What follows belongs to an exercise in optimizing a design on an open flow for small area, a short achievable clock period and few clock cycles per item; a production flow would make more cautious choices.
Function was checked by simulation only, so behaviour that the tests miss may differ from the original.
No activity file was given, so power comes from the tool's default toggle rates.

==> flow/design.v <==
module question1_c(
            input clk,
            input [63:0] plain_text,
            input [79:0] master_key,
            input rst,
            input start,
            output reg [63:0] out,
            output reg done);
reg  [4:0] rcounter;
reg [63:0] plain_text_new;
wire [63:0] new_cipher_text;
reg [79:0] key_in;
wire [79:0] new_key;
reg [63:0] cipher_old;
reg [79:0] key_old;
    KEY_SCHEDULE p7 (.key(key_in),.rcounter(rcounter),.key_out(new_key));
    round_module o7 (.in(plain_text_new),.key_in(key_in),.out(new_cipher_text));
always @(posedge clk) begin
if(rst)
    begin
    done <=0;
    out <=0;
    rcounter <=0;
    plain_text_new<=plain_text;
    key_in<=master_key;
    end
else
    begin
            if(0<=rcounter <= 24 && !done)
            begin
                if(start)
                begin
                key_in<=new_key;
                plain_text_new <= new_cipher_text;
                rcounter <=rcounter+1;
                end
            end
        if(rcounter == 24)
        begin
        key_old <= new_key;
        cipher_old <= new_cipher_text;
        end
        if(rcounter == 24)
        begin
        out <= new_key ^new_cipher_text;
         done<=1;
        end 
    end
end
endmodule
module round_module(input [63:0] in,
                 input [79:0] key_in,
                 output [63:0] out
    );
wire [79:0] key;
wire [63:0] step1;
wire [3:0] S1,S2,S3,S4,S5,S6,S7,S8,S9,S10,S11,S12,S13,S14,S15,S16;
wire [3:0] Block1_1,Block1_2,Block1_3,Block1_4;
wire [3:0] Block2_1,Block2_2,Block2_3,Block2_4;
wire [3:0] Block3_1,Block3_2,Block3_3,Block3_4;
wire [3:0] Block4_1,Block4_2,Block4_3,Block4_4;
wire [15:0] BLOCK1_OUT,BLOCK1_OKAY;
wire [15:0] BLOCK2_OUT,BLOCK2_OKAY;
wire [15:0] BLOCK3_OUT,BLOCK3_OKAY;
wire [15:0] BLOCK4_OUT,BLOCK4_OKAY;
ADD_ROUND_KEY u1(.in(in),.key(key_in),.out(step1));
SBOX_Layer_64to4 u2(.in(step1),.S1(S1),.S2(S2),.S3(S3),.S4(S4),.S5(S5),.S6(S6),.S7(S7),.S8(S8),.S9(S9),.S10(S10),.S11(S11),.S12(S12),.S13(S13),.S14(S14),.S15(S15),.S16(S16)); 
SBOX_LAYER SBOX1_1(.in(S1),.out(Block1_1));
SBOX_LAYER SBOX1_2(.in(S2),.out(Block1_2));
SBOX_LAYER SBOX1_3(.in(S3),.out(Block1_3));
SBOX_LAYER SBOX1_4(.in(S4),.out(Block1_4));
SBOX_LAYER SBOX2_1(.in(S5),.out(Block2_1));
SBOX_LAYER SBOX2_2(.in(S6),.out(Block2_2));
SBOX_LAYER SBOX2_3(.in(S7),.out(Block2_3));
SBOX_LAYER SBOX2_4(.in(S8),.out(Block2_4));
SBOX_LAYER SBOX3_1(.in(S9),.out(Block3_1));
SBOX_LAYER SBOX3_2(.in(S10),.out(Block3_2));
SBOX_LAYER SBOX3_3(.in(S11),.out(Block3_3));
SBOX_LAYER SBOX3_4(.in(S12),.out(Block3_4));
SBOX_LAYER SBOX4_1(.in(S13),.out(Block4_1));
SBOX_LAYER SBOX4_2(.in(S14),.out(Block4_2));
SBOX_LAYER SBOX4_3(.in(S15),.out(Block4_3));
SBOX_LAYER SBOX4_4(.in(S16),.out(Block4_4));
BLOCK_SHUFFLE BLCK1(.in0(Block1_1),.in1(Block1_2),.in2(Block1_3),.in3(Block1_4),.out(BLOCK1_OUT));
BLOCK_SHUFFLE BLCK2(.in0(Block2_1),.in1(Block2_2),.in2(Block2_3),.in3(Block2_4),.out(BLOCK2_OUT));
BLOCK_SHUFFLE BLCK3(.in0(Block3_1),.in1(Block3_2),.in2(Block3_3),.in3(Block3_4),.out(BLOCK3_OUT));
BLOCK_SHUFFLE BLCK4(.in0(Block4_1),.in1(Block4_2),.in2(Block4_3),.in3(Block4_4),.out(BLOCK4_OUT));
ROUND_Permutation1 SHIFT1(.in(BLOCK1_OUT),.out(BLOCK1_OKAY));
ROUND_Permutation4 SHIFT4(.in(BLOCK2_OUT),.out(BLOCK2_OKAY));
ROUND_Permutation7 SHIFT7(.in(BLOCK3_OUT),.out(BLOCK3_OKAY));
ROUND_Permutation9 SHIFT9(.in(BLOCK4_OUT),.out(BLOCK4_OKAY));
XOR_LAYER ENDED(.in1(BLOCK1_OKAY),.in2(BLOCK2_OKAY), .in3(BLOCK3_OKAY), .in4(BLOCK4_OKAY),.out(out));
endmodule
module ADD_ROUND_KEY(input [63:0] in,
                     input [79:0] key,
                     output [63:0] out);
assign out = key[63:0]^in;
endmodule
module SBOX_Layer_64to4(input[63:0] in,
                        output [3:0] S1,S2,S3,S4,S5,S6,S7,S8,S9,S10,S11,S12,S13,S14,S15,S16);             
assign S1 = in[3:0];
assign S2 = in[7:4];
assign S3 = in[11:8];
assign S4 = in[15:12];
assign S5 = in[19:16];
assign S6 = in[23:20];
assign S7 = in[27:24];
assign S8 = in[31:28];
assign S9 = in[35:32];
assign S10 = in[39:36];
assign S11 = in[43:40];
assign S12 = in[47:44];
assign S13 = in[51:48];
assign S14 = in[55:52];
assign S15 = in[59:56];
assign S16  = in[63:60];
endmodule
module SBOX_LAYER(
input [3:0] in,
output [3:0] out
);
assign out[0] = (!in[3]&!in[2]&in[1]) || (!in[2]&in[1]&in[0]) | (!in[3]&in[2]&!in[1]) | (in[2]&!in[1]&in[0]) | (in[3]&!in[2]&!in[1]&!in[0]) | (in[3]&in[2]&in[1]&!in[0]);
assign out[1] = (!in[3]&!in[2]&!in[0]) | (!in[3]&!in[1]&!in[0]) | (in[2]&in[1]&in[0])| (in[3]&!in[2]&in[0]) | (in[3]&in[2]&in[1]);
assign out[2] =(!in[3]&!in[2]&!in[1]) | (!in[2]&!in[1]&!in[0]) | (!in[3]&in[2]&!in[0]) | (in[3]&in[1]&in[0]) | (in[3]&in[2]&in[0]);
assign out[3] =(!in[3]&!in[2]&!in[0]) | (!in[3]&in[1]&!in[0]) | (!in[3]&in[2]&in[0]) | (in[3]&!in[1]&!in[0]) | (in[3]&!in[2]&in[1]&in[0]);
endmodule
module BLOCK_SHUFFLE(
input [3:0] in0,in1,in2,in3,
output [15:0] out);
wire [3:0] P0,P1,P2,P3;
assign P0 = in0[3:0];
assign P1 = in1[3:0];
assign P2 = in2[3:0];
assign P3 = in3[3:0];
assign out[3:0] = P2;
assign out[7:4] = P3;
assign out[11:8] = P0;
assign out[15:12] = P1;
endmodule
module ROUND_Permutation1(input [15:0] in,
                         output [15:0] out);
                         wire [15:0] Block1;
                                    assign Block1 = in[15:0];
                                    assign out[0] = Block1[15];
                                    assign out[15:1] = Block1[14:0];
endmodule
module ROUND_Permutation4(input [15:0] in,
                         output [15:0] out);
wire [15:0] Block2;
assign Block2 = in[15:0];
assign out[3:0] = Block2[15:12];
assign out[15:4] = Block2[11:0];
endmodule
module ROUND_Permutation7(input [15:0] in,
                         output [15:0] out);
wire [15:0] Block3;
assign Block3 = in[15:0];
assign out[6:0] = Block3[15:9];
assign out[15:7] = Block3[8:0];
endmodule
module ROUND_Permutation9(input [15:0] in,
                         output [15:0] out);
wire [15:0] Block4;
assign Block4 = in[15:0];
assign out[8:0] = Block4[15:7];
assign out[15:9] = Block4[6:0];
endmodule
module XOR_LAYER(input [15:0] in1,in2,in3,in4,
                 output [63:0] out);
assign out[15:0] = in4^in2^in1;
assign out[31:16] = in4^in2;
assign out[47:32] = in3^in1;
assign out[63:48] = in4^in3^in1;
                 endmodule
module KEY_SCHEDULE (input[79:0] key,
                    input [4:0] rcounter,
                    output [79:0] key_out);
wire[79:0] key_memory;
assign key_memory[12:0] = key[79:67];
assign key_memory[79:13] = key[66:0];
assign key_out[0] = (!key_memory[3]&!key_memory[2]&key_memory[1]) || (!key_memory[2]&key_memory[1]&key_memory[0]) | (!key_memory[3]&key_memory[2]&!key_memory[1]) | (key_memory[2]&!key_memory[1]&key_memory[0]) | (key_memory[3]&!key_memory[2]&!key_memory[1]&!key_memory[0]) | (key_memory[3]&key_memory[2]&key_memory[1]&!key_memory[0]);
assign key_out[1] = (!key_memory[3]&!key_memory[2]&!key_memory[0]) | (!key_memory[3]&!key_memory[1]&!key_memory[0]) | (key_memory[2]&key_memory[1]&key_memory[0])| (key_memory[3]&!key_memory[2]&key_memory[0]) | (key_memory[3]&key_memory[2]&key_memory[1]);
assign key_out[2] =(!key_memory[3]&!key_memory[2]&!key_memory[1]) | (!key_memory[2]&!key_memory[1]&!key_memory[0]) | (!key_memory[3]&key_memory[2]&!key_memory[0]) | (key_memory[3]&key_memory[1]&key_memory[0]) | (key_memory[3]&key_memory[2]&key_memory[0]);
assign key_out[3] =(!key_memory[3]&!key_memory[2]&!key_memory[0]) | (!key_memory[3]&key_memory[1]&!key_memory[0]) | (!key_memory[3]&key_memory[2]&key_memory[0]) | (key_memory[3]&!key_memory[1]&!key_memory[0]) | (key_memory[3]&!key_memory[2]&key_memory[1]&key_memory[0]);
assign key_out[63:59] = key_memory[63:59]^rcounter;
assign key_out[79:64] = key_memory[79:64];
assign key_out[58:4] = key_memory[58:4];
endmodule
module decryption(input clk,
                  input start,
                  input[63:0] ciphertext,
                  input [79:0] key_in,
                  output reg done,
                  output reg [63:0] message);
reg startdecryption;
reg [4:0] rcounter; 
reg [63:0] ciphertext_new;
reg [63:0] ciphertext_1st;
wire [63:0] plain_text;
wire [79:0] key;
wire [79:0] new_key;
reg [79:0] neededkey;
reg [79:0] schedulekey;
round_d o7 (.ciphertext(ciphertext_new),.key_in(neededkey[63:0]),.out(plain_text));
KEY_SCHEDULE_d p7 (.key(schedulekey),.rcounter(rcounter),.key_out(new_key));
KEY_FINDER_d l7 (.key(neededkey),.rcounter(rcounter),.key_output(key));
always @(posedge clk) begin
if(!start)
    begin
        done <= 0;
        schedulekey <= key_in;
        ciphertext_new <= ciphertext;
        startdecryption <= 0;
        rcounter <=0;
    end
else
    begin
        if(!done)
            begin
                if(0<=rcounter<=24 && !startdecryption)
                    begin
                    schedulekey <= new_key;
                    rcounter <= rcounter+1;
                          if(rcounter == 24)
                            begin
                                neededkey <= new_key;
                                startdecryption<=1;
                                rcounter<=5'd24;
                            end
                    end 
                    if(0<=rcounter<=24 && startdecryption || rcounter==31)
                        begin
                            neededkey<=key;
                        if(rcounter == 24)
                                    begin
                                        ciphertext_new <= neededkey ^ ciphertext;            
                                    end
                         else
                         ciphertext_new <=plain_text;
                          if(rcounter==31)
                        begin
                        message<=plain_text;
                        done <=1;
                        end
                         rcounter<=rcounter-1;
                        end
            end
    end
end
endmodule
module round_d(input[63:0] ciphertext,
             input[63:0] key_in,
             output [63:0] out);
wire [3:0] Block1_1,Block1_2,Block1_3,Block1_4;
wire [3:0] Block2_1,Block2_2,Block2_3,Block2_4;
wire [3:0] Block3_1,Block3_2,Block3_3,Block3_4;
wire [3:0] Block4_1,Block4_2,Block4_3,Block4_4;            
wire [15:0] BLOCK1_OUT,BLOCK1_OKAY;
wire [15:0] BLOCK2_OUT,BLOCK2_OKAY;
wire [15:0] BLOCK3_OUT,BLOCK3_OKAY;
wire [15:0] BLOCK4_OUT,BLOCK4_OKAY;
wire [3:0] S1,S2,S3,S4,S5,S6,S7,S8,S9,S10,S11,S12,S13,S14,S15,S16;
wire [63:0] step1;
NOT_XOR_LAYER s1(.in(ciphertext),.out1(BLOCK1_OUT),.out2(BLOCK2_OUT),.out3(BLOCK3_OUT),.out4(BLOCK4_OUT));
ROUND_Permutation9_d s2_4(.in(BLOCK4_OUT),.out(BLOCK4_OKAY));
ROUND_Permutation7_d s2_3(.in(BLOCK3_OUT),.out(BLOCK3_OKAY));
ROUND_Permutation4_d s2_2(.in(BLOCK2_OUT),.out(BLOCK2_OKAY));
ROUND_Permutation1_d s2_1(.in(BLOCK1_OUT),.out(BLOCK1_OKAY));
BLOCK_SHUFFLE_d s3_4(.in(BLOCK4_OKAY),.out0(Block4_1),.out1(Block4_2),.out2(Block4_3),.out3(Block4_4));
BLOCK_SHUFFLE_d s3_3(.in(BLOCK3_OKAY),.out0(Block3_1),.out1(Block3_2),.out2(Block3_3),.out3(Block3_4));
BLOCK_SHUFFLE_d s3_2(.in(BLOCK2_OKAY),.out0(Block2_1),.out1(Block2_2),.out2(Block2_3),.out3(Block2_4));
BLOCK_SHUFFLE_d s3_1(.in(BLOCK1_OKAY),.out0(Block1_1),.out1(Block1_2),.out2(Block1_3),.out3(Block1_4));
SBOX_LAYER_d SBOX1_1(.in(Block1_1),.out(S1));
SBOX_LAYER_d SBOX1_2(.in(Block1_2),.out(S2));
SBOX_LAYER_d SBOX1_3(.in(Block1_3),.out(S3));
SBOX_LAYER_d SBOX1_4(.in(Block1_4),.out(S4));
SBOX_LAYER_d SBOX2_1(.in(Block2_1),.out(S5));
SBOX_LAYER_d SBOX2_2(.in(Block2_2),.out(S6));
SBOX_LAYER_d SBOX2_3(.in(Block2_3),.out(S7));
SBOX_LAYER_d SBOX2_4(.in(Block2_4),.out(S8));
SBOX_LAYER_d SBOX3_1(.in(Block3_1),.out(S9));
SBOX_LAYER_d SBOX3_2(.in(Block3_2),.out(S10));
SBOX_LAYER_d SBOX3_3(.in(Block3_3),.out(S11));
SBOX_LAYER_d SBOX3_4(.in(Block3_4),.out(S12));
SBOX_LAYER_d SBOX4_1(.in(Block4_1),.out(S13));
SBOX_LAYER_d SBOX4_2(.in(Block4_2),.out(S14));
SBOX_LAYER_d SBOX4_3(.in(Block4_3),.out(S15));
SBOX_LAYER_d SBOX4_4(.in(Block4_4),.out(S16));
SBOX_Layer_4to64 s5(.S1(S1),.S2(S2),.S3(S3),.S4(S4),.S5(S5),.S6(S6),.S7(S7),.S8(S8),.S9(S9),.S10(S10),.S11(S11),.S12(S12),.S13(S13),.S14(S14),.S15(S15),.S16(S16),.out(step1));
ADD_ROUND_KEY_d s6(.in(step1),.key({16'b0,key_in}),.out(out));
endmodule
module NOT_XOR_LAYER(output [15:0] out1,out2,out3,out4,
                 input [63:0] in);
assign out1 = in[31:16]^in[15:0];
assign out2 = in[63:48]^in[47:32]^in[31:16];
assign out3 = in[47:32]^in[31:16]^in[15:0];
assign out4 = in[47:32]^in[63:48];
endmodule                 
module SBOX_LAYER_d(input [3:0] in,
            output [3:0] out);
wire A,B,C,D;
assign A=in[3];
assign B=in[2];
assign C=in[1];
assign D=in[0];
assign out[0] = (!B&!C&D) | (!A&C&!D)|(!B&C&!D) | (!A&B&!C) | (A&B&C&D);
assign out[1] = (!A&!B&!C) | (!A&!B&D) |(A&!B&C) |(A&C&D) | (!A&B&C&!D) | (A&B&!C&!D);
assign out[2] = (!A&C&D) | (!A&B&D) |(!A&B&C)|(A&!B&!C) | (A&!B&!D) | (A&!C&!D);
assign out[3] = (!B&!C&!D) | (!A&!B&C) |(!A&C&!D) | (B&!C&D) | (A&B&D);
endmodule                 
module SBOX_Layer_4to64(output [63:0] out,
                        input [3:0] S1,S2,S3,S4,S5,S6,S7,S8,S9,S10,S11,S12,S13,S14,S15,S16);             
assign out[3:0]=S1;
assign out[7:4]=S2;
assign out[11:8]=S3;
assign out[15:12]=S4;
assign out[19:16]=S5;
assign out[23:20]=S6;
assign out[27:24]=S7;
assign out[31:28]=S8;
assign out[35:32]=S9;
assign out[39:36]=S10;
assign out[43:40]=S11;
assign out[47:44]=S12;
assign out[51:48]=S13;
assign out[55:52]=S14;
assign out[59:56]=S15;
assign out[63:60]=S16;
endmodule
module ROUND_Permutation1_d(input [15:0] in,
                         output [15:0] out);
                         wire [15:0] Block1;
                                    assign Block1 = in[15:0];
                                    assign out[15] = Block1[0];
                                    assign out[14:0] = Block1[15:1];
endmodule
module ROUND_Permutation4_d(input [15:0] in,
                         output [15:0] out);
wire [15:0] Block2;
assign Block2 = in[15:0];
assign out[15:12] = Block2[3:0];
assign out[11:0] = Block2[15:4];
endmodule
module ROUND_Permutation7_d(input [15:0] in,
                         output [15:0] out);
wire [15:0] Block3;
assign Block3 = in[15:0];
assign out[15:9] = Block3[6:0];
assign out[8:0] = Block3[15:7];
endmodule
module ROUND_Permutation9_d(input [15:0] in,
                         output [15:0] out);
wire [15:0] Block4;
assign Block4 = in[15:0];
assign out[15:7] = Block4[8:0];
assign out[6:0] = Block4[15:9];
endmodule
module BLOCK_SHUFFLE_d(
input [15:0] in,
output [3:0] out0,out1,out2,out3);
assign out2 = in[3:0];
assign out3 = in[7:4];
assign out0 = in[11:8];
assign out1 = in[15:12];
endmodule
module ADD_ROUND_KEY_d(input [63:0] in,
                     input [79:0] key,
                     output [63:0] out);
assign out = key[63:0]^in;
endmodule
module KEY_SCHEDULE_d (input[79:0] key,
                    input [4:0] rcounter,
                    output [79:0] key_out);
wire[79:0] key_memory;
assign key_memory[12:0] = key[79:67];
assign key_memory[79:13] = key[66:0];
assign key_out[0] = (!key_memory[3]&!key_memory[2]&key_memory[1]) || (!key_memory[2]&key_memory[1]&key_memory[0]) | (!key_memory[3]&key_memory[2]&!key_memory[1]) | (key_memory[2]&!key_memory[1]&key_memory[0]) | (key_memory[3]&!key_memory[2]&!key_memory[1]&!key_memory[0]) | (key_memory[3]&key_memory[2]&key_memory[1]&!key_memory[0]);
assign key_out[1] = (!key_memory[3]&!key_memory[2]&!key_memory[0]) | (!key_memory[3]&!key_memory[1]&!key_memory[0]) | (key_memory[2]&key_memory[1]&key_memory[0])| (key_memory[3]&!key_memory[2]&key_memory[0]) | (key_memory[3]&key_memory[2]&key_memory[1]);
assign key_out[2] =(!key_memory[3]&!key_memory[2]&!key_memory[1]) | (!key_memory[2]&!key_memory[1]&!key_memory[0]) | (!key_memory[3]&key_memory[2]&!key_memory[0]) | (key_memory[3]&key_memory[1]&key_memory[0]) | (key_memory[3]&key_memory[2]&key_memory[0]);
assign key_out[3] =(!key_memory[3]&!key_memory[2]&!key_memory[0]) | (!key_memory[3]&key_memory[1]&!key_memory[0]) | (!key_memory[3]&key_memory[2]&key_memory[0]) | (key_memory[3]&!key_memory[1]&!key_memory[0]) | (key_memory[3]&!key_memory[2]&key_memory[1]&key_memory[0]);
assign key_out[63:59] = key_memory[63:59]^rcounter;
assign key_out[79:64] = key_memory[79:64];
assign key_out[58:4] = key_memory[58:4];
endmodule
module KEY_FINDER_d (input[79:0] key,
                    input [4:0] rcounter,
                    output [79:0] key_output);
wire[79:0] key_memory;
wire A,B,C,D;
assign A = key[3];
assign B = key[2];
assign C = key[1];
assign D = key[0];
assign key_memory[63:59] = key[63:59]^rcounter;
assign key_memory[0] =(!B&!C&D) | (!A&C&!D)|(!B&C&!D) | (!A&B&!C) | (A&B&C&D);  
assign key_memory[1] = (!A&!B&!C) | (!A&!B&D) |(A&!B&C) |(A&C&D) | (!A&B&C&!D) | (A&B&!C&!D);
assign key_memory[2] = (!A&C&D) | (!A&B&D) |(!A&B&C)|(A&!B&!C) | (A&!B&!D) | (A&!C&!D);
assign key_memory[3] = (!B&!C&!D) | (!A&!B&C) |(!A&C&!D) | (B&!C&D) | (A&B&D);
assign key_memory[58:4] = key[58:4];
assign key_memory[79:64] = key[79:64];
assign key_output[79:67] = key_memory[12:0];
assign key_output[66:0] = key_memory[79:13];
endmodule
module boron_codec(
    input         clk,
    input         rst,
    input         enc_start,
    input  [63:0] enc_plain,
    input  [79:0] enc_key,
    output [63:0] enc_out,
    output        enc_done,
    input         dec_start,
    input  [63:0] dec_cipher,
    input  [79:0] dec_key,
    output [63:0] dec_out,
    output        dec_done
);
question1_c u_enc (.clk(clk),.plain_text(enc_plain),.master_key(enc_key),.rst(rst),.start(enc_start),.out(enc_out),.done(enc_done));
decryption  u_dec (.clk(clk),.start(dec_start),.ciphertext(dec_cipher),.key_in(dec_key),.done(dec_done),.message(dec_out));
endmodule
==> flow/run.sh <==
#!/bin/bash
# synth_recipe.tcl (not shown) runs the flow's synth.tcl, then flattens the netlist and writes it again
# the make line also repeats each setting of config.mk as NAME=value (left out here)
make -C /OpenROAD-flow-scripts/flow DESIGN_CONFIG=/design/flow/config.mk WORK_HOME=/design/flow/orfs CLKGATE_MAP_FILE= SYNTH_SCRIPT=/design/flow/synth_recipe.tcl finish
==> flow/config.mk <==
export PLATFORM = sky130hd
export DESIGN_NAME = boron_codec
export DESIGN_NICKNAME = boron_codec
export VERILOG_FILES = /design/flow/design.v
export SDC_FILE = /design/flow/constraint.sdc
export NUM_CORES = 4
export LEC_CHECK = 0
export CAP_MARGIN = 20
export CORE_MARGIN = 2
export CORE_UTILIZATION = 40
export PLACE_DENSITY = 0.6
export SLEW_MARGIN = 20
==> flow/constraint.sdc <==
create_clock -name core_clock -period 4.0 [get_ports {clk}]
set_input_delay 0.8000 -clock core_clock [delete_from_list [all_inputs] [get_ports {clk}]]
set_output_delay 0.8000 -clock core_clock [all_outputs]
set_load 0.01 [all_outputs]
==> run_results.csv <==
group,metric,value,unit
global_routing,grt_use_total,25.7,%
global_routing,grt_max_degree,107,
layout,final_core_util,50.0,%
floorplan,core,0.0727,mm²
cts,cts_tree,"built",
floorplan,io_pins,422,
critical_path,crit_required,4.39,ns
logic_synthesis,synth_area_leaders,"edfxtp_1 (44%), xnor2_1 (7.9%), mux2_2 (6.8%)",
critical_path,crit_path_start_kind,"register",
logic_synthesis,mappedNetlistNets,2949,
sta,maxSlewHeadroom,28.5,%
routing,dr.pass1.iters,10,
global_routing,grt_pass1_vias,21712,
layout,fin_nets,3334,
cts,cts_setup_buffers,0,
cts,ctsRootBufferMaster,"clkbuf_16",
global_routing,antenna_found_initial,7,
layout,final_design_area_no_fill,0.0364,mm²
cts,post_cts_resized,0,
placed_design,portBuffers,421,
floorplan,die-area,0.0753,mm²
cts,ctsLongestPathBuffers,3,
run_status,status,"no timing/DRC/antenna violations",
layout,final_common_cell,"edfxtp_1",
routing,routed_via_density,5.57,
placed_design,placedInstanceArea,0.0346,mm²
global_routing,grt_pass1_wl,142000,µm
layout,most-common-layout-cells,"edfxtp_1 (432), clkdlybuf4s50_1 (419), nand2_1 (393)",
sta,drv_slew,0,
sta,timing.hold.ws,0.449,ns
logic_synthesis,synth_top_area_share,44.3,%
sta,final.period_utilization,76.3,%
placed_design,place_congestion,0.907,
sta,rsz0062_at_grt,"no",
layout,area_delta_synth_final,24.4,%
power,p_per_area,993,mW/mm²
sta,fmaxAchievable,327,MHz
logic_synthesis,yosys.area.top_type,"edfxtp_1",
cts,hold_buffers,0,
layout,fillers,6470,
global_routing,grt_overflow,0,
logic_synthesis,yosysWarningCount,2,
critical_path,crit_type,"reg -> reg",
sta,setup_viol_count_final,0,
routing,wl_per_cell,24.6,µm
floorplan,die_x,274,µm
floorplan,die_y,274,µm
floorplan,rows,99,
routing,antenna_left,0,
min_path,min_path_type,"reg -> reg",
logic_synthesis,yosysSeqAreaShare,49.6,%
cts,cts_htree_levels,2,
logic_synthesis,synthCells,2652,
floorplan,initial_utilization,40.2,%
sta,hold_viol,0,
logic_synthesis,synth_cell_types,69,
critical_path,endpoint_kind,"register",
logic_synthesis,netlist_area,0.0293,mm²
cts,clk_latency,0.64,ns
layout,drive_gt1_share,10.9,%
routing,num_vias,22563,
power,ir_drop,0.000518,V
critical_path,arrival,3.44,ns
cts,clk_pin_slew_worst_paths,0.06,ns
logic_synthesis,ys_seq_elements,509,
job,cap_violations,0,
sta,fin_ws,0.946,ns
routing,drt_wl_total,99500,µm
routing,drc_errors,0,
cts,numCtsBuffers,58,
logic_synthesis,syn_area_per_cell,11.0,µm²
cts,cts_num_sinks,509,
power,leakagePower,13.1,nW
critical_path,crit_path_max_fanout,9,
sta,fin_tns_setup,0,ns
sta,fin_worst_skew,0.0321,ns
placed_design,pre_cts_slack,0.966,ns
sta,finalWorstPathRequiredPeriod,3.05,ns
routing,drtIter0Drc,2080,
placed_design,dp_hpwl,75600,µm
logic_synthesis,synth_edf_count,432,
sta,worstMarginPinSlew,1.07,ns
logic_synthesis,async_flop_share,0,%
logic_synthesis,synth_ff_type,"edfxtp_1",
worst max-delay path, stage by stage (launching register included):
cell,delay (ns)
edfxtp_1,0.44
xnor2_1,0.62
nand3_1,0.22
a21boi_0,0.20
xnor2_1,0.76
xnor2_1,0.26
mux2_2,0.32
state kept, by name (all words and copies together), names as in the netlist:
signal / count
u_dec.ciphertext_new: 64
u_dec.done: 1
u_dec.message: 64
u_dec.neededkey: 80
u_dec.rcounter: 5
u_dec.schedulekey: 80
u_dec.startdecryption: 1
u_enc.done: 1
u_enc.key_in: 80
u_enc.out: 64
u_enc.plain_text_new: 64
u_enc.rcounter: 5
cell usage after synthesis (all sizes together) (16+ instances only):
master and instances:
clkbuf 119, xnor3 27, o21a 40, xor2 180
a21oi 107, a221oi 30, nand3 51, and2 16
nand2 393, and4b 31, o21ai 155, a211oi 58
mux2i 21, nor2 201, edfxtp 432, o211ai 21
a221o 33, mux2 177, nor3 44, dfxtp 77
xnor2 271
logic make-up (layout without fill, tap and decap cells):
group / Yosys count / in the layout / share of synthesized area (%)
xor+xnor: 492 / 492 / 17.1
mux: 198 / 198 / 7.53
other cells: 0 / 4 / 0
flops: 509 / 509 / 49.6
simple gates: 811 / 811 / 12.4
fa+ha+maj: 8 / 8 / 0.316
buf+inv: 135 / 568 / 1.73
compound gates: 499 / 499 / 11.3
metrics by stage:
step	instances	power, mW
2_1_floorplan	2652	24.7
3_3_place_gp	3936	30.1
3_5_place_dp	3936	30.6
4_1_cts	4044	35.9
5_1_grt	4048	38.1
6_report	4048	36.1
layout make-up:
| type | count | area, µm² | area share, % |
|---|---|---|---|
| Clock inverter | 31 | 268 | 0.736 |
| Tap cell | 959 | 1200 | 3.30 |
| Clock buffer | 77 | 1550 | 4.27 |
| Antenna cell | 4 | 10.0 | 0.0275 |
| Inverter | 10 | 37.5 | 0.103 |
| Timing Repair Buffer | 450 | 4510 | 12.4 |
| Sequential cell | 509 | 14500 | 39.9 |
| Multi-Input combinational cell | 2008 | 14300 | 39.3 |
metal layers:
metal | wire [µm] | up-vias | part of all wire, % | track usage (%)
li1 | - | 10386 | - | -
met1 | 44700 | 11161 | 45 | 36.9
met2 | 44600 | 831 | 45 | 39.2
met3 | 6530 | 183 | 6.6 | 3.37
met4 | 3760 | 2 | 3.8 | 9.90
met5 | 16 | - | 0.016 | 0
worst paths after layout:
path	from	to	slack, ns	depth (start not counted)
worst max register to register	u_enc.key_in[26]	u_enc.plain_text_new[5]	0.95	6
worst min-delay path	u_enc.out[50]	u_enc.out[50]	0.45	2
worst max-delay path	u_enc.key_in[26]	u_enc.plain_text_new[5]	0.95	6
worst min register to register	u_enc.out[50]	u_enc.out[50]	0.45	2
power breakdown:
part	internal [mW]	switching, mW	total (mW)
registers	7.73	0.939	8.67
clock network	2.93	2.30	5.23
logic	9.64	12.6	22.2
total	20.3	15.8	36.1
Testbench counts, summed over its fixed seeds: cycles 9,992, items 256.

[static timing again, ports no longer ideal]
The flow's constraints put no driver on any port. The routed layout listed below was extracted and timed again, unchanged, in two steps.
Step 1 sets driving cells, clkbuf_16 on the clock port and buf_2 on the other inputs (assumed; they add their load-dependent delay and slew).
Step 2 moves the port delays by t, midway between the first and last clock arrival at a register: inputs arrive t later, outputs are due t later. That takes back most of the time a late clock gives input paths.
Slacks: no drivers / after step 1 / after step 2; pairs: no drivers / after step 1.
t, ns: 0.697
slack for setup (ns): 0.946 / 0.946 / 0.946
hold slack, ns: 0.449 / 0.449 / 0.449
clock arrival spread, ns: 0.036 / 0.037
worst data-port slew with drivers (ns): 0.12
After both steps setup and hold are still met in this run. The setup slack of this run moves by 0.000 ns with the drivers and by 0.000 ns with both steps.
